Source: an optimization exercise on an open RTL-to-GDS flow (aim: small area). Production flows keep margins and buffers that such runs may drop.
The RTL was checked by simulation tests, not by an equivalence proof against the original design.

==> flow/design.v (outline; a module is shown in full before it is edited, if it fits) <==
// module ha: 4 lines
// module fa: 4 lines
// module booth_enc: 9 lines
// module mac_col1: 1113 lines
// module mac_col2: 987 lines
// module mac_col3: 987 lines
// module top: 136 lines
module top(input clk,
           input rst_n,
           input weight_select,
           input [7:0] fmaps_in1,
           input [7:0] fmaps_in2,
           input [7:0] fmaps_in3,
           input [7:0] fmaps_in4,
           input [7:0] fmaps_in5,
           input [7:0] fmaps_in6,
           input [7:0] fmaps_in7,
           input [7:0] weight_in1,
           input [7:0] weight_in2,
           input [7:0] weight_in3,
           input [7:0] weight_in4,
           input [7:0] weight_in5,
           output [1:0] cs,
           output [1:0] we,
           output [4:0] fmaps_addr,
           output [5:0] weight_addr,
           output valid,
           output signed [20:0] acc);
  // ...
==> flow/run.sh <==
#!/bin/bash
# synth_recipe.tcl (not shown) runs the flow's synth.tcl, then flattens the netlist and writes it again
# the make line also repeats each setting of config.mk as NAME=value (left out here)
make -C /OpenROAD-flow-scripts/flow DESIGN_CONFIG=/design/flow/config.mk WORK_HOME=/design/flow/orfs CLKGATE_MAP_FILE= SYNTH_SCRIPT=/design/flow/synth_recipe.tcl finish
==> flow/config.mk <==
export PLATFORM = sky130hd
export DESIGN_NAME = top
export DESIGN_NICKNAME = top
export VERILOG_FILES = /design/flow/design.v
export SDC_FILE = /design/flow/constraint.sdc
export NUM_CORES = 4
export LEC_CHECK = 0
export CAP_MARGIN = 20
export CORE_MARGIN = 2
export CORE_UTILIZATION = 55
export SLEW_MARGIN = 20
export SYNTH_HIERARCHICAL = 1
export SYNTH_MINIMUM_KEEP_SIZE = 0
==> flow/constraint.sdc <==
create_clock -name core_clock -period 7.0 [get_ports {clk}]
set_input_delay 1.4000 -clock core_clock [delete_from_list [all_inputs] [get_ports {clk}]]
set_output_delay 1.4000 -clock core_clock [all_outputs]
set_load 0.01 [all_outputs]
==> summary.txt, run 1 <==
Run status
  – Status: finished clean

Detailed routing
  – Pre-antenna DRT Iters: 7
  – Vias/cell: 6.37
  – Routed WL: 120 mm

Worst setup path
  – Critical path depth in cells: 17
  – Worst setup path start: fmaps_in1[0]

Synthesis
  – Mux cell area share after synthesis: 1.61%
  – Main combinational cell family by area after synthesis: adder cells
  – Post-Synth Simple-Gate Area: 5.84%
  – Synth top area cells: fa_1, xnor2_1, dfrtp_1, a22oi_1, dfxtp_1

Floorplan
  – DIE AREA: 0.0651 mm2
  – Row cnt: 92
  – IO Pins: 136

Global routing
  – Most Used Layer, Global Route: met2
  – Total GRT Usage: 37.9%

Timing
  – Final Skew: 26.1 ps
  – Worst Slack Setup Final: 195 ps
  – Min Tclk post-route: 6800 ps
  – Setup_tns: 0 ps

Clock tree
  – Worst-skew pair later-pin latency: 590 ps

Worst hold path
  – Hold EP: w5_3[7]$_DFF_P_

Cells and area
  – Clock Buffer Count: 47
  – Fraction of layout cells with a size suffix above 1: 13.3%
  – Most frequent cells in the layout: fa_1, xnor2_1, a22oi_1, buf_4, dfrtp_1
  – Sequential cell count: 342
  – Commonest non-fill, non-tap cell in the layout: fa_1
  – Core Util, Final: 62.3%
==> run 2: changes to the inputs <==
--- a/flow/config.mk
+++ b/flow/config.mk
@@ -7,6 +7,6 @@
 export LEC_CHECK = 0
-export CAP_MARGIN = 20
+export CAP_MARGIN = 0
 export CORE_MARGIN = 2
-export CORE_UTILIZATION = 55
-export SLEW_MARGIN = 20
+export CORE_UTILIZATION = 70
+export SLEW_MARGIN = 0
 export SYNTH_HIERARCHICAL = 1
==> run 2 against run 1 <==
Net effect: non-clock buffer count is 5 higher; synthesized cell count stayed put; global-route usage is 11 points higher; core utilization is 17 points higher; routed wire length is 2.1% higher; register-to-register slack worse by 30 ps; cell area is 0.77% lower; worst hold slack better by 4.2 ps; critical path type unchanged.
==> summary.txt, run 2 <==
Run status
  – Status: finished clean

Timing
  – FMAX: 0.147 GHz
  – Slew Viols, Final: 0
  – Tcrit/Tclk final: 97.5%
  – Hold WS: 326 ps
  – Final setup fails: 0
  – RSZ-0062 raised after global routing: false
  – Final Skew: 39.9 ps (+13.9 ps)
  – Final hold violations: 0
  – Relative slew margins: 23.2%
  – Worst slew pin tran: 1150 ps
  – Min Tclk post-route: 6820 ps (+17.1 ps)

Clock tree
  – H-tree Lvls: 2
  – Worst-path clk slew: 60 ps
  – CTS tree: built
  – CTS max path bufs: 3
  – Post-CTS repair timing setup buffer count: 0
  – Post-CTS Hold Buffers: 0
  – Post-CTS Resized: 0
  – Worst-skew pair later-pin latency: 610 ps (+20 ps)
  – TritonCTS buffer count: 38
  – Root Buffer: clkbuf_16
  – Clock sink count: 342

Floorplan
  – IO Pins: 136 (unchanged)
  – Row cnt: 81 (-12%)
  – DIE AREA: 0.0513 mm2 (-21%)
  – Core ar.: 0.0490 mm2
  – Initial core utilization: 70.8%
  – Height of the die: 227 um
  – Die X: 227 um

Synthesis
  – Synthesized area per cell: 11.6 um2
  – Synth top area cells: fa_1, xnor2_1, dfrtp_1, a22oi_1, dfxtp_1
  – Cell area after synthesis: 0.0347 mm2
  – Async set-or-reset flop fraction in the synthesized netlist: 42.1%
  – Synth unique cells: 75
  – Most frequent cell after synthesis: fa_1
  – Post-synth top cells: fa_1, xnor2_1, a22oi_1
  – Synth Warn #: 7
  – Number of synthesized flops with an enable pin: 63
  – Post-Synthesis Cells: 2997
  – Ys flop type: dfrtp_1
  – Share of the synthesized area in the top cell type: 34.1%
  – Yosys top cell by area: fa_1
  – Sequential area share after synthesis: 23.7%
  – FF+latch count, synth: 342

Run
  – Max Cap Viol: 0

Detailed routing
  – Iter 0 DRT Violations: 3769
  – WL per Instance: 32.6 um
  – Routed via count: 26562
  – Pre-antenna DRT Iters: 7 (unchanged)
  – Vias/cell: 7.06 (+11%)
  – Routed WL: 123 mm (+2.1%)
  – DRC Markers: 0
  – Final ANT Viol Nets: 0

Placed design
  – GPL Wtd Cong: 1.08
  – Placed insts: 3690
  – HPWL after DPL: 87.8 mm
  – Port bufs: 133

Cells and area
  – Commonest non-fill, non-tap cell in the layout: fa_1
  – # fillers: 2874
  – Nets: 3847
  – Finished Layout Cells: 3764
  – Area grow syn2layout: 12.0%
  – Most frequent cells in the layout: fa_1, xnor2_1, a22oi_1, buf_4, dfrtp_1
  – Fraction of layout cells with a size suffix above 1: 13.3% (+0.035 points)
  – Core Util, Final: 79.3% (+17 points)

Worst setup path
  – Worst setup EP type: flip-flop
  – Setup crit start kind: input port
  – Largest fanout on the critical path: 5
  – Slowest-stage cell, CP: clkdlybuf4s50_1
  – Most frequent CP cell: fa_1
  – Kind of critical path: in2reg
  – Cell Chain, Critical Path: clkdlybuf4s50_1, a22oi_1, buf_4, xnor2_1, fa_1, fa_1, fa_1, fa_1, fa_1, fa_1, fa_1, fa_1, buf_4, a211oi_2, o211ai_2, a41oi_2, nand4b_1, nand3_1
  – CP arrival: 7290 ps
  – WP data required: 7460 ps
  – Largest stage delay, worst path: 650 ps

Global routing
  – Total GRT Usage: 49.3% (+11 points)
  – Total congestion overflow: 0
  – Vias in the first global route: 29398
  – Initial antenna violation count: 12
  – Largest net degree at the start of global routing: 79
  – First-pass GRT wire length: 180 mm

Worst hold path
  – Hold Crit Class: reg2reg
==> run 2: cell counts after synthesis <==
Identical to the previous run, type by type.
==> run 2: path summary, 6_finish.rpt <==
kind,slack (ps),cells past startpoint,endpoint,from
setup reg to reg,300,17,s1[15]$_DFF_P_,w3_2[3]$_DFF_P_
hold reg to reg,330,0,w5_4[4]$_DFF_P_,w5_3[4]$_DFF_P_
hold / removal,330,0,w5_4[4]$_DFF_P_,w5_3[4]$_DFF_P_
min in group asynchronous,840,1,waddr1[5]$_DFFE_PN0P_,rst_n
max in group asynchronous,4770,2,x5_4[0]$_DFF_PN0_,rst_n
setup / recovery,180,18,s3[20]$_DFF_P_,weight_in1[1]
==> run 2: metrics by stage <==
step | area [um2] | setup TNS, ps | worst slack, ps
floorplan | 34700 | 0 | 586
global placement | 37500 | -2710 | -222
detailed placement | 37500 | -5710 | -385
CTS | 38800 | 0 | 183
global route | 38800 | 0 | 14.6
finish | 38800 | 0 | 178
==> run 2: per-layer routing <==
layer  global-route usage, %  up-vias  share of wire (%)
met3                    18.2      859                 14
met1                    57.7    13078                 32
met4                    37.1        8                9.1
met2                    74.5     2446                 45
met5                   0.196        -              0.082
li1                        -    10171                  -
==> run 2: worst max-delay path: cells and delay by family <==
| kind | cells | cell delay, ps |
|---|---|---|
| fa+ha+maj | 8 | 3500 |
| xor+xnor | 1 | 240 |
| simple gates | 2 | 300 |
| compound gates | 4 | 810 |
| buf+inv | 3 | 1020 |
==> run 2: Yosys stat by module, one instance, submodules excluded <==
module     cells  flops+latches  area, um2  times used
ha             1              0       12.5          48
booth_enc     18              0        124           6
mac_col1     533              0       3670           1
mac_col3     550              0       3910           1
fa             1              0       20.0         585
top          617            342      10100           1
mac_col2     556              0       3910           1
==> run 2: area by class of cell <==
cell class	count	area, um2	area share [%]
multi-input combinational	2289	25000	64.5
sequential	342	8230	21.2
timing repair buffer	360	3250	8.37
clock buffer	47	1060	2.72
tap	664	831	2.14
clock inverter	23	258	0.664
inverter	35	131	0.338
antenna	4	10.0	0.0258
==> run 2: kinds of logic (layout without fill, tap and decap cells) <==
family	after synthesis	in the layout	synth area share (%)
other	5	10	0.0541
XOR/XNOR	562	562	14.2
AO/OA/AOI/OAI	619	619	12.7
buffers and inverters	367	465	4.54
multiplexers	50	50	1.61
AND/OR/NAND/NOR	370	370	5.84
adder cells (fa/ha/maj)	682	682	37.4
flip-flops	342	342	23.7
==> module top, before the edit <==
module top(input clk,
           input rst_n,
           input weight_select,
           input [7:0] fmaps_in1,
           input [7:0] fmaps_in2,
           input [7:0] fmaps_in3,
           input [7:0] fmaps_in4,
           input [7:0] fmaps_in5,
           input [7:0] fmaps_in6,
           input [7:0] fmaps_in7,
           input [7:0] weight_in1,
           input [7:0] weight_in2,
           input [7:0] weight_in3,
           input [7:0] weight_in4,
           input [7:0] weight_in5,
           output [1:0] cs,
           output [1:0] we,
           output [4:0] fmaps_addr,
           output [5:0] weight_addr,
           output valid,
           output signed [20:0] acc);
    reg        worken;
    reg [4:0]  faddr;
    reg [5:0]  waddr1;
    reg        started;
    always @(posedge clk or negedge rst_n) begin
        if (!rst_n) begin
            worken  <= 1'b0;
            faddr   <= 5'd0;
            waddr1  <= 6'd18;
            started <= 1'b0;
        end else begin
            worken <= 1'b1;
            if (worken) begin
                faddr  <= (faddr == 5'd18) ? 5'd0 : faddr + 5'd1;
                waddr1 <= (waddr1 == 6'd37) ? 6'd18 : waddr1 + 6'd1;
            end
            if (faddr == 5'd10)
                started <= 1'b1;
        end
    end
    assign cs          = {worken, worken};
    assign we          = 2'b00;
    assign fmaps_addr  = faddr;
    assign weight_addr = weight_select ? waddr1 : {1'b0, faddr};
    assign valid = started & ((faddr == 5'd2)  | (faddr == 5'd3)  | (faddr == 5'd4)  |
                              (faddr == 5'd11) | (faddr == 5'd12) | (faddr == 5'd13) |
                              (faddr == 5'd16) | (faddr == 5'd17) | (faddr == 5'd18));
    reg newwin, shift, k9;
    always @(posedge clk or negedge rst_n) begin
        if (!rst_n) begin
            newwin <= 1'b1;
            shift  <= 1'b0;
            k9     <= 1'b1;
        end else begin
            newwin <= ~worken | (faddr == 5'd18) | (faddr == 5'd8) | (faddr == 5'd13);
            shift  <= worken & ((faddr == 5'd1) | (faddr == 5'd2) | (faddr == 5'd10) |
                                (faddr == 5'd11) | (faddr == 5'd15) | (faddr == 5'd16));
            k9     <= ~worken | (faddr == 5'd18);
        end
    end
    wire [7:0] wk = {8{worken}};
    reg [7:0] x2_1;
    reg [7:0] x3_1, x3_2;
    reg [7:0] x4_1, x4_2, x4_3;
    reg [7:0] x5_1, x5_2, x5_3, x5_4;
    reg [7:0] x6_1, x6_2, x6_3;
    reg [7:0] x7_1, x7_2;
    reg [7:0] w5_1;
    always @(posedge clk or negedge rst_n) begin
        if (!rst_n) begin
            x2_1 <= 0;
            x3_1 <= 0; x3_2 <= 0;
            x4_1 <= 0; x4_2 <= 0; x4_3 <= 0;
            x5_1 <= 0; x5_2 <= 0; x5_3 <= 0; x5_4 <= 0;
            x6_1 <= 0; x6_2 <= 0; x6_3 <= 0;
            x7_1 <= 0; x7_2 <= 0;
            w5_1 <= 0;
        end else begin
            x2_1 <= fmaps_in2 & wk; x3_1 <= fmaps_in3 & wk; x4_1 <= fmaps_in4 & wk;
            x5_1 <= fmaps_in5 & wk; x6_1 <= fmaps_in6 & wk; x7_1 <= fmaps_in7 & wk;
            w5_1 <= weight_in5 & wk;
            x3_2 <= x3_1;
            x4_2 <= x4_1; x4_3 <= x4_2;
            x5_2 <= x5_1; x5_3 <= x5_2; x5_4 <= x5_3;
            x6_2 <= x6_1; x6_3 <= x6_2;
            x7_2 <= x7_1;
        end
    end
    reg [7:0] w2_1;
    reg [7:0] w3_1, w3_2;
    reg [7:0] w4_1, w4_2, w4_3;
    reg [7:0] w5_2, w5_3, w5_4;
    always @(posedge clk) begin
        w2_1 <= weight_in2; w3_1 <= weight_in3; w4_1 <= weight_in4;
        w3_2 <= w3_1;
        w4_2 <= w4_1; w4_3 <= w4_2;
        w5_2 <= w5_1; w5_3 <= w5_2; w5_4 <= w5_3;
    end
    wire [7:0] X1 = fmaps_in1, X2 = x2_1, X3 = x3_2, X4 = x4_3, X5 = x5_4,
               X6 = x6_3, X7 = x7_2;
    wire [7:0] W1 = weight_in1, W2 = w2_1, W3 = w3_2, W4 = w4_3, W5 = w5_4;
    reg [20:0] s1, s2, s3;
    reg [20:0] o, h2, h3;
    wire [20:0] base1 = newwin ? (k9 ? 21'd1021184 : 21'd1499392) : s1;
    wire [20:0] base2 = newwin ? (k9 ? 21'd1117952 : 21'd1553152) : s2;
    wire [20:0] base3 = newwin ? (k9 ? 21'd1117952 : 21'd1553152) : s3;
    wire [3:0] ew2_one, ew2_two, ew2_neg;
    booth_enc enc_w2(.w(W2), .one(ew2_one), .two(ew2_two), .neg(ew2_neg));
    wire [3:0] ew3_one, ew3_two, ew3_neg;
    booth_enc enc_w3(.w(W3), .one(ew3_one), .two(ew3_two), .neg(ew3_neg));
    wire [3:0] ew4_one, ew4_two, ew4_neg;
    booth_enc enc_w4(.w(W4), .one(ew4_one), .two(ew4_two), .neg(ew4_neg));
    wire [3:0] ew5_one, ew5_two, ew5_neg;
    booth_enc enc_w5(.w(W5), .one(ew5_one), .two(ew5_two), .neg(ew5_neg));
    wire [3:0] ex2_one, ex2_two, ex2_neg;
    booth_enc enc_x2(.w(X2), .one(ex2_one), .two(ex2_two), .neg(ex2_neg));
    wire [3:0] ex3_one, ex3_two, ex3_neg;
    booth_enc enc_x3(.w(X3), .one(ex3_one), .two(ex3_two), .neg(ex3_neg));
    wire [20:0] sum1, sum2, sum3;
    mac_col1 mac1(.W1(W1), .X1(X1), .ew2_one(ew2_one), .ew2_two(ew2_two), .ew2_neg(ew2_neg), .X2(X2), .ew3_one(ew3_one), .ew3_two(ew3_two), .ew3_neg(ew3_neg), .X3(X3), .ew4_one(ew4_one), .ew4_two(ew4_two), .ew4_neg(ew4_neg), .X4(X4), .ew5_one(ew5_one), .ew5_two(ew5_two), .ew5_neg(ew5_neg), .X5(X5),
        .base(base1), .sum(sum1));
    mac_col2 mac2(.ex2_one(ex2_one), .ex2_two(ex2_two), .ex2_neg(ex2_neg), .W1(W1), .ew2_one(ew2_one), .ew2_two(ew2_two), .ew2_neg(ew2_neg), .X3(X3), .ew3_one(ew3_one), .ew3_two(ew3_two), .ew3_neg(ew3_neg), .X4(X4), .ew4_one(ew4_one), .ew4_two(ew4_two), .ew4_neg(ew4_neg), .X5(X5), .ew5_one(ew5_one), .ew5_two(ew5_two), .ew5_neg(ew5_neg), .X6(X6),
        .base(base2), .sum(sum2));
    mac_col3 mac3(.ex3_one(ex3_one), .ex3_two(ex3_two), .ex3_neg(ex3_neg), .W1(W1), .ew2_one(ew2_one), .ew2_two(ew2_two), .ew2_neg(ew2_neg), .X4(X4), .ew3_one(ew3_one), .ew3_two(ew3_two), .ew3_neg(ew3_neg), .X5(X5), .ew4_one(ew4_one), .ew4_two(ew4_two), .ew4_neg(ew4_neg), .X6(X6), .ew5_one(ew5_one), .ew5_two(ew5_two), .ew5_neg(ew5_neg), .X7(X7),
        .base(base3), .sum(sum3));
    always @(posedge clk) begin
        s1 <= sum1;
        s2 <= sum2;
        s3 <= sum3;
        o  <= newwin ? s1 : (shift ? h2 : o);
        h2 <= newwin ? s2 : (shift ? h3 : h2);
        h3 <= newwin ? s3 : h3;
    end
    assign acc = o;
endmodule
==> run 3: changes to the inputs <==
--- a/flow/design.v
+++ b/flow/design.v
@@ -3152,3 +3152,3 @@
                               (faddr == 5'd16) | (faddr == 5'd17) | (faddr == 5'd18));
-    reg newwin, shift, k9;
+    reg newwin, k9;
     always @(posedge clk or negedge rst_n) begin
@@ -3156,3 +3156,2 @@
             newwin <= 1'b1;
-            shift  <= 1'b0;
             k9     <= 1'b1;
@@ -3160,4 +3159,2 @@
             newwin <= ~worken | (faddr == 5'd18) | (faddr == 5'd8) | (faddr == 5'd13);
-            shift  <= worken & ((faddr == 5'd1) | (faddr == 5'd2) | (faddr == 5'd10) |
-                                (faddr == 5'd11) | (faddr == 5'd15) | (faddr == 5'd16));
             k9     <= ~worken | (faddr == 5'd18);
@@ -3166,8 +3163,7 @@
     wire [7:0] wk = {8{worken}};
-    reg [7:0] x2_1;
-    reg [7:0] x3_1, x3_2;
-    reg [7:0] x4_1, x4_2, x4_3;
-    reg [7:0] x5_1, x5_2, x5_3, x5_4;
-    reg [7:0] x6_1, x6_2, x6_3;
-    reg [7:0] x7_1, x7_2;
+    reg [7:0] x3_1;
+    reg [7:0] x4_1, x4_2;
+    reg [7:0] x5_1, x5_2, x5_3;
+    reg [7:0] x6_1, x6_2;
+    reg [7:0] x7_1;
     reg [7:0] w5_1;
@@ -3175,20 +3171,26 @@
         if (!rst_n) begin
-            x2_1 <= 0;
-            x3_1 <= 0; x3_2 <= 0;
-            x4_1 <= 0; x4_2 <= 0; x4_3 <= 0;
-            x5_1 <= 0; x5_2 <= 0; x5_3 <= 0; x5_4 <= 0;
-            x6_1 <= 0; x6_2 <= 0; x6_3 <= 0;
-            x7_1 <= 0; x7_2 <= 0;
+            x3_1 <= 0;
+            x4_1 <= 0; x4_2 <= 0;
+            x5_1 <= 0; x5_2 <= 0; x5_3 <= 0;
+            x6_1 <= 0; x6_2 <= 0;
+            x7_1 <= 0;
             w5_1 <= 0;
         end else begin
-            x2_1 <= fmaps_in2 & wk; x3_1 <= fmaps_in3 & wk; x4_1 <= fmaps_in4 & wk;
+            x3_1 <= fmaps_in3 & wk; x4_1 <= fmaps_in4 & wk;
             x5_1 <= fmaps_in5 & wk; x6_1 <= fmaps_in6 & wk; x7_1 <= fmaps_in7 & wk;
             w5_1 <= weight_in5 & wk;
-            x3_2 <= x3_1;
-            x4_2 <= x4_1; x4_3 <= x4_2;
-            x5_2 <= x5_1; x5_3 <= x5_2; x5_4 <= x5_3;
-            x6_2 <= x6_1; x6_3 <= x6_2;
-            x7_2 <= x7_1;
+            x4_2 <= x4_1;
+            x5_2 <= x5_1; x5_3 <= x5_2;
+            x6_2 <= x6_1;
         end
     end
+    reg [7:0] x2_1, x3_2, x4_3, x5_4, x6_3, x7_2;
+    always @(posedge clk) begin
+        x2_1 <= fmaps_in2 & wk;
+        x3_2 <= x3_1;
+        x4_3 <= x4_2;
+        x5_4 <= x5_3;
+        x6_3 <= x6_2;
+        x7_2 <= x7_1;
+    end
     reg [7:0] w2_1;
@@ -3207,3 +3209,3 @@
     reg [20:0] s1, s2, s3;
-    reg [20:0] o, h2, h3;
+    reg [20:0] o, h2, h3, h4;
     wire [20:0] base1 = newwin ? (k9 ? 21'd1021184 : 21'd1499392) : s1;
@@ -3234,5 +3236,6 @@
         s3 <= sum3;
-        o  <= newwin ? s1 : (shift ? h2 : o);
-        h2 <= newwin ? s2 : (shift ? h3 : h2);
-        h3 <= newwin ? s3 : h3;
+        h2 <= newwin ? s1 : h3;
+        h3 <= newwin ? s2 : h4;
+        h4 <= s3;
+        o  <= h2;
     end
--- a/flow/config.mk
+++ b/flow/config.mk
@@ -7,6 +7,6 @@
 export LEC_CHECK = 0
-export CAP_MARGIN = 0
+export CAP_MARGIN = 20
 export CORE_MARGIN = 2
-export CORE_UTILIZATION = 70
-export SLEW_MARGIN = 0
+export CORE_UTILIZATION = 65
+export SLEW_MARGIN = 20
 export SYNTH_HIERARCHICAL = 1
==> run 3 against run 2 <==
Net effect: routed wire length is 0.79% lower; first-iteration DRC count down 9.2%; largest cell class unchanged; critical path type is now reg2reg; clock-buffer cell count grew 1; critical endpoint is now s3[19]$_DFF_P_.
==> summary.txt, run 3 <==
Timing
  – Setup_tns: 0 ps (unchanged)
  – Final setup fails: 0 (unchanged)
  – Final Skew: 19.7 ps (-20.2 ps)
  – FMAX: 0.146 GHz (about the same)
  – Worst slew pin tran: 1240 ps (+85.2 ps)
  – Relative slew margins: 17.5% (-5.7 points)
  – Slew Viols, Final: 0 (unchanged)
  – RSZ-0062 raised after global routing: false
  – Tcrit/Tclk final: 97.5% (about the same)
  – Min Tclk post-route: 6830 ps (+6.12 ps)
  – Final hold violations: 0 (unchanged)

Synthesis
  – Cell area after synthesis: 0.0341 mm2 (-1.5%)
  – Ys flop type: dfxtp_1
  – Synthesized area per cell: 11.3 um2 (-2.2%)
  – Share of the synthesized area in the top cell type: 34.7% (+0.53 points)
  – Post-synth top cells: fa_1, xnor2_1, a22oi_1
  – Synth top area cells: fa_1, dfxtp_1, xnor2_1, a22oi_1, dfrtp_1
  – Most frequent cell after synthesis: fa_1
  – Synth unique cells: 65 (-13%)
  – Async set-or-reset flop fraction in the synthesized netlist: 26.2% (-16 points)
  – Post-Synthesis Cells: 3018 (+0.70%)
  – Synth Warn #: 7 (unchanged)
  – FF+latch count, synth: 362 (+5.8%)
  – Sequential area share after synthesis: 22.6% (-1.0 points)
  – Number of synthesized flops with an enable pin: 0 (-100%)
  – Yosys top cell by area: fa_1

Cells and area
  – Fraction of layout cells with a size suffix above 1: 13.8% (+0.48 points)
  – Commonest non-fill, non-tap cell in the layout: fa_1
  – Area grow syn2layout: 12.7%
  – Nets: 3884 (+0.96%)
  – Core Util, Final: 74.5% (-4.8 points)
  – Most frequent cells in the layout: fa_1, xnor2_1, a22oi_1, dfxtp_1, buf_4
  – # fillers: 3340 (+16%)

Global routing
  – Largest net degree at the start of global routing: 71 (-10%)
  – Initial antenna violation count: 7 (-5)
  – Total congestion overflow: 0 (unchanged)
  – Vias in the first global route: 28781 (-2.1%)
  – Total GRT Usage: 46.6% (-2.7 points)
  – First-pass GRT wire length: 182 mm (+1.1%)

Run status
  – Status: finished clean

Detailed routing
  – DRC Markers: 0 (unchanged)
  – Routed via count: 26015 (-2.1%)
  – Pre-antenna DRT Iters: 6 (-1)
  – Final ANT Viol Nets: 0 (unchanged)
  – WL per Instance: 31.9 um (-2.2%)
  – Routed WL: 122 mm (-0.79%)
  – Vias/cell: 6.81 (-3.5%)
  – Iter 0 DRT Violations: 3424 (-9.2%)

Worst setup path
  – WP data required: 7470 ps (about the same)
  – Buffers & Inverters on Critical Path: 4 (+1)
  – CP arrival: 7290 ps (about the same)
  – Slowest-stage cell, CP: buf_4
  – Largest stage delay, worst path: 690 ps (+40 ps)
  – Kind of critical path: reg2reg
  – Cell Chain, Critical Path: buf_4, xor2_2, buf_4, a22oi_1, xnor2_1, fa_1, fa_1, fa_1, fa_1, fa_1, fa_1, fa_1, ha_1, o2111ai_1, buf_4, buf_4, a211oi_1, o21ai_1, xnor2_1
  – Delay-heaviest family, CP: adder cells
  – Setup crit start kind: flip-flop
  – Largest fanout on the critical path: 31 (+26)
  – Worst setup EP type: flip-flop
  – Most frequent CP cell: fa_1

Clock tree
  – Clock sink count: 362 (+5.8%)
  – H-tree Lvls: 2 (unchanged)
  – Worst-path clk slew: 60 ps (about the same)
  – TritonCTS buffer count: 38 (unchanged)
  – Post-CTS Hold Buffers: 0 (unchanged)
  – Root Buffer: clkbuf_16
  – CTS max path bufs: 3 (unchanged)
  – Worst-skew pair later-pin latency: 590 ps (-20 ps)
  – CTS tree: built

Placed design
  – GPL Wtd Cong: 0.985 (-9.0%)
  – Port bufs: 133 (unchanged)
  – HPWL after DPL: 89.1 mm (+1.6%)

Floorplan
  – Height of the die: 233 um (+2.9%)
  – Die X: 233 um (+2.9%)
  – Row cnt: 83 (+2.5%)
  – IO Pins: 136 (unchanged)
  – Initial core utilization: 66.1% (-4.7 points)
  – DIE AREA: 0.0544 mm2 (+5.9%)
  – Core ar.: 0.0516 mm2 (+5.4%)

Worst hold path
  – Hold Crit Class: reg2reg

Run
  – Max Cap Viol: 0 (unchanged)
## run 3: cell count changes after synthesis, moves of 5 or more
cell      before  now
a211oi_1       6   11
buf_2         34   15
clkbuf_1     258  277
dfrtp_1      140   91
dfxtp_1      135  267
edfxtp_1      63    0
## run 3: area by class of cell
class / count / area, um2 / share of cell area, %
Inverter: 39 / 146 / 0.381
Clock inverter: 22 / 319 / 0.830
Sequential cell: 362 / 7750 / 20.2
Multi-Input combinational cell: 2285 / 25000 / 65.0
Clock buffer: 48 / 1040 / 2.70
Timing Repair Buffer: 378 / 3340 / 8.67
Tap cell: 680 / 851 / 2.21
Antenna cell: 5 / 12.5 / 0.0325
## run 3: timing repair
| item | 4_1_cts | 5_1_grt |
|---|---|---|
| resized for setup | 0 | 6 |
| setup endpoints to repair | 0 | 5 |
| buffers inserted | 0 | 0 |
| hold endpoints to repair | 0 | 0 |
## run 3: logic make-up (layout without fill, tap and decap cells)
group	Yosys count	count (layout)	synth area share (%)
other	5	11	0.0550
XOR/XNOR	562	562	14.4
AND/OR/NAND/NOR	368	368	5.85
flip-flops	362	362	22.6
multiplexers	52	52	1.69
AO/OA/AOI/OAI	616	616	12.7
buffers and inverters	372	487	4.63
adder cells (fa/ha/maj)	681	681	38.0
## run 3: worst paths after layout
| path | endpoint | cells past startpoint | slack [ps] | startpoint |
|---|---|---|---|---|
| max | s3[19]$_DFF_P_ | 19 | 170 | w4_3[5]$_DFF_P_ |
| min | o[17]$_DFF_P_ | 0 | 320 | h2[17]$_DFF_P_ |
| max reg2reg | s3[19]$_DFF_P_ | 19 | 170 | w4_3[5]$_DFF_P_ |
| min reg2reg | o[17]$_DFF_P_ | 0 | 320 | h2[17]$_DFF_P_ |
| max in group asynchronous | x5_1[2]$_DFF_PN0_ | 2 | 5110 | rst_n |
| min in group asynchronous | w5_1[2]$_DFF_PN0_ | 1 | 780 | rst_n |
## run 3: per-module statistics from Yosys (local to each module, per instance)
module / cells inside / area, um2 / times used
fa: 1 / 20.0 / 585
ha: 1 / 12.5 / 48
mac_col1: 533 / 3670 / 1
mac_col3: 556 / 3910 / 1
booth_enc: 18 / 124 / 6
mac_col2: 556 / 3910 / 1
top: 632 / 9580 / 1
## run 3: layer usage
layer	wire, um	vias to the layer above	track usage [%]
li1	-	10195	-
met1	41800	12994	57.5
met2	54000	2110	71.2
met3	15600	710	13.7
met4	10200	6	31.3
met5	81	-	0
## run 3: metrics by stage
| stage | hold WS [ps] | cells | worst slack [ps] | area (um2) |
|---|---|---|---|---|
| final | 325 | 3819 | 172 | 38500 |
| after global routing | 328 | 3814 | 14.0 | 38400 |
| after CTS | 325 | 3814 | 152 | 38400 |
| after detailed placement | 312 | 3744 | -444 | 37100 |
| after global placement | 309 | 3744 | -351 | 37100 |
| after floorplan | 310 | 3019 | 602 | 34100 |
==> run 4: changes to the inputs <==
--- a/flow/config.mk
+++ b/flow/config.mk
@@ -10,2 +10,4 @@
 export CORE_UTILIZATION = 65
+export CTS_BUF_LIST = sky130_fd_sc_hd__clkbuf_4 sky130_fd_sc_hd__clkbuf_8
+export GPL_TIMING_DRIVEN = 0
 export SLEW_MARGIN = 20
==> run 4 against run 3 <==
Net effect: clock skew up 22 ps; global-route usage down 4.7 points; routed wire length down 9.3%; non-clock buffer count up 83; the layout now fails its checks (negative setup slack); cell area down 1.8%; critical endpoint is now s2[15]$_DFF_P_; fmax down 2.5%; register-to-register slack worse by 170 ps; highest routed layer unchanged; critical path type unchanged; final cell count up 3.0%.
==> summary.txt, run 4 <==
Worst hold path
  – Hold_sp: h2[16]$_DFF_P_
  – Hold Crit Class: reg2reg

Worst setup path
  – Worst setup EP type: flip-flop
  – Delay-heaviest family, CP: adder cells
  – Critical R2R Launch: w2_1[1]$_DFF_P_
  – Most frequent CP cell: fa_1
  – Worst setup path start: w2_1[1]$_DFF_P_
  – Kind of critical path: reg2reg
  – Setup crit start kind: flip-flop
  – Slowest-stage cell, CP: nor2b_4
  – Buffers & Inverters on Critical Path: 2 (-2)
  – CP arrival: 7550 ps (+260 ps)
  – WP data required: 7550 ps (+80 ps)
  – Cell Chain, Critical Path: nor2b_4, clkbuf_1, a22oi_1, xnor2_1, ha_1, fa_1, fa_1, fa_1, fa_1, fa_1, fa_1, fa_1, inv_1, fa_1, nor2b_1, o2111ai_2, a21boi_1, o21a_1, nor4_1
  – Largest stage delay, worst path: 610 ps (-80 ps)
  – Largest fanout on the critical path: 10 (-68%)

Clock tree
  – Post-CTS Hold Buffers: 0 (unchanged)
  – Worst-skew pair later-pin latency: 700 ps (+110 ps)
  – TritonCTS buffer count: 57 (+50%)
  – H-tree Lvls: 2 (unchanged)
  – Worst-path clk slew: 70 ps (about the same)
  – Root Buffer: clkbuf_8
  – CTS max path bufs: 3 (unchanged)
  – CTS tree: built
  – Clock sink count: 362 (unchanged)

Placed design
  – DP Area: 0.0363 mm2 (-1.9%)
  – Port bufs: 132 (-0.75%)
  – GPL Wtd Cong: 1.05 (+6.1%)
  – HPWL after DPL: 88.3 mm (-0.92%)

Synthesis
  – Cell area after synthesis: 0.0341 mm2 (unchanged)
  – Synth Warn #: 7 (unchanged)
  – Synthesized area per cell: 11.3 um2 (unchanged)
  – Synth top area cells: fa_1, dfxtp_1, xnor2_1, a22oi_1, dfrtp_1
  – FF+latch count, synth: 362 (unchanged)
  – Async set-or-reset flop fraction in the synthesized netlist: 26.2% (unchanged)
  – Post-synth top cells: fa_1, xnor2_1, a22oi_1
  – Yosys top cell by area: fa_1
  – Post-Synthesis Cells: 3018 (unchanged)
  – Sequential area share after synthesis: 22.6% (unchanged)
  – Ys flop type: dfxtp_1
  – Most frequent cell after synthesis: fa_1
  – Share of the synthesized area in the top cell type: 34.7% (unchanged)
  – Synth unique cells: 65 (unchanged)
  – Number of synthesized flops with an enable pin: 0 (unchanged)

Timing
  – Final setup fails: 1 (+1)
  – Worst slew pin tran: 1140 ps (-93.3 ps)
  – Min Tclk post-route: 7000 ps (+172 ps)
  – Final Skew: 42.2 ps (+22.5 ps)
  – Relative slew margins: 23.6% (+6.1 points)
  – Slew Viols, Final: 0 (unchanged)
  – Tcrit/Tclk final: 100% (+2.5 points)
  – FMAX: 0.143 GHz (-2.5%)
  – Setup_tns: -0.354 ps (-0.354 ps)
  – Hold WS: 305 ps (-19.1 ps)
  – Final hold violations: 0 (unchanged)
  – Worst Slack Setup Final: -0.354 ps (-172 ps)
  – RSZ-0062 raised after global routing: true

Global routing
  – Largest net degree at the start of global routing: 55 (-23%)
  – Vias in the first global route: 25971 (-9.8%)
  – Total GRT Usage: 41.8% (-4.7 points)
  – Total congestion overflow: 0 (unchanged)
  – Initial antenna violation count: 4 (-3)
  – First-pass GRT wire length: 163 mm (-11%)

Detailed routing
  – WL per Instance: 28.0 um (-12%)
  – Routed WL: 110 mm (-9.3%)
  – DRC Markers: 0 (unchanged)
  – Final ANT Viol Nets: 0 (unchanged)
  – Pre-antenna DRT Iters: 8 (+2)
  – Iter 0 DRT Violations: 2541 (-26%)
  – Routed via count: 25127 (-3.4%)
  – Vias/cell: 6.39 (-6.3%)

Floorplan
  – Core ar.: 0.0516 mm2 (unchanged)
  – IO Pins: 136 (unchanged)
  – Row cnt: 83 (unchanged)
  – DIE AREA: 0.0544 mm2 (unchanged)
  – Initial core utilization: 66.1% (unchanged)
  – Height of the die: 233 um (unchanged)
  – Die X: 233 um (unchanged)

Run status
  – Status: complete, but fails checks
  – Layout Check Failures: negative setup slack

Cells and area
  – Nets: 3986 (+2.6%)
  – Commonest non-fill, non-tap cell in the layout: fa_1
  – Fraction of layout cells with a size suffix above 1: 8.40% (-5.4 points)
  – Area grow syn2layout: 10.7%
  – Core Util, Final: 73.2% (-1.3 points)
  – Most frequent cells in the layout: fa_1, xnor2_1, a22oi_1, clkbuf_1, dfxtp_1
  – Final instance area: 0.0378 mm2 (-1.8%)
  – # fillers: 3610 (+8.1%)

Run
  – Max Cap Viol: 0 (unchanged)
==> run 4: metal layers <==
metal  GRT usage [%]  wire (um)  vias up
met2            61.9      48200     1640
met1            53.6      41100    12674
met3            10.4      11700      386
met4            30.7       9330        4
met5               0         26        -
li1                -          -    10423
==> run 4: cell families after synthesis <==
family | count (synthesis) | share of synthesized area (%)
AOI/OAI and AO/OA | 616 | 12.7
DFF | 362 | 22.6
xor gates and xnor gates | 562 | 14.4
adders and majority gates | 681 | 38.0
other | 5 | 0.0550
muxes | 52 | 1.69
buffers and inverters | 372 | 4.63
and+or+nand+nor | 368 | 5.85
==> run 4: worst paths after layout <==
check	slack, ps	cells after the start	end
worst max-delay path	-0.4	19	s2[15]$_DFF_P_
worst min-delay path	310	0	o[16]$_DFF_P_
min in group asynchronous	690	1	waddr1[5]$_DFFE_PN0P_
worst max register to register	-0.4	19	s2[15]$_DFF_P_
worst min register to register	310	0	o[16]$_DFF_P_
max in group asynchronous	5620	2	newwin$_DFF_PN1_
==> run 4: repair_timing <==
action                                  in CTS  in global routing
hold endpoints to repair                     0                  0
setup buffers                                0                  0
gates resized for setup                     25                 49
endpoints found under the setup margin      18                 18
==> run 4: modules after synthesis (local to each module, per instance) <==
module / flops+latches / area [um2] / cells
booth_enc: 0 / 124 / 18
mac_col2: 0 / 3910 / 556
mac_col1: 0 / 3670 / 533
mac_col3: 0 / 3910 / 556
ha: 0 / 12.5 / 1
fa: 0 / 20.0 / 1
top: 362 / 9580 / 632
==> run 4: worst reg2reg max path: stages (launching register included) <==
cell       delay (ps)
dfxtp_1           560
nor2b_4           610
clkbuf_1          370
a22oi_1           170
xnor2_1           350
ha_1              260
fa_1              420
fa_1              540
fa_1              440
fa_1              410
fa_1              390
fa_1              400
fa_1              410
inv_1             100
fa_1              220
nor2b_1            80
o2111ai_2         370
a21boi_1          180
o21a_1            190
nor4_1            400
==> run 4: stage by stage <==
step           cells  worst slack, ps
2_1_floorplan   3019              602
3_3_place_gp    3831            -1270
3_5_place_dp    3832            -1310
4_1_cts         3934             9.19
5_1_grt         3929            -29.7
6_report        3935           -0.354
==> run 4: cell type report <==
cell class | instances | area (um2) | area share, %
buffer | 328 | 1440 | 3.82
multi-input combinational | 2285 | 25000 | 66.2
inverter | 39 | 146 | 0.387
tap | 680 | 851 | 2.25
sequential | 362 | 7730 | 20.5
timing repair buffer | 133 | 1360 | 3.59
clock inverter | 19 | 194 | 0.513
clock buffer | 83 | 1020 | 2.69
antenna | 6 | 15.0 | 0.0397

afterwards: timing with drivers on the ports:
In the flow no input, the clock included, has a driving cell. The finished layouts below were timed again as built, in two steps. Step 1, drivers: a clkbuf_16 drives clk and a buf_2 each remaining input, both assumed. Step 2, shift: input delay + t, output delay - t, t = (earliest + latest rising clock arrival at the registers) / 2. This alone moves slack from input paths to output paths. a / b / c = no drivers / after step 1 / after step 2; a / b = the first two.
run	shift t [ns]	slack for setup (ns)	worst setup path after step 2	latest minus earliest clock arrival (ns)	worst register clock-pin slew, ns
run 1	0.645	0.195 / 0.178 / -0.467	input to register	0.027 / 0.026	0.07 / 0.07
run 2	0.656	0.178 / 0.217 / -0.439	input to register	0.040 / 0.040	0.07 / 0.07
run 3	0.652	0.172 / 0.172 / -0.256	input to register	0.021 / 0.020	0.07 / 0.07
run 4	0.739	0.000 / 0.000 / -0.677	input to register	0.043 / 0.044	0.07 / 0.07
The setup slack of run 4, which loses most, moves by 0.000 ns with the drivers and by -0.677 ns with both steps.
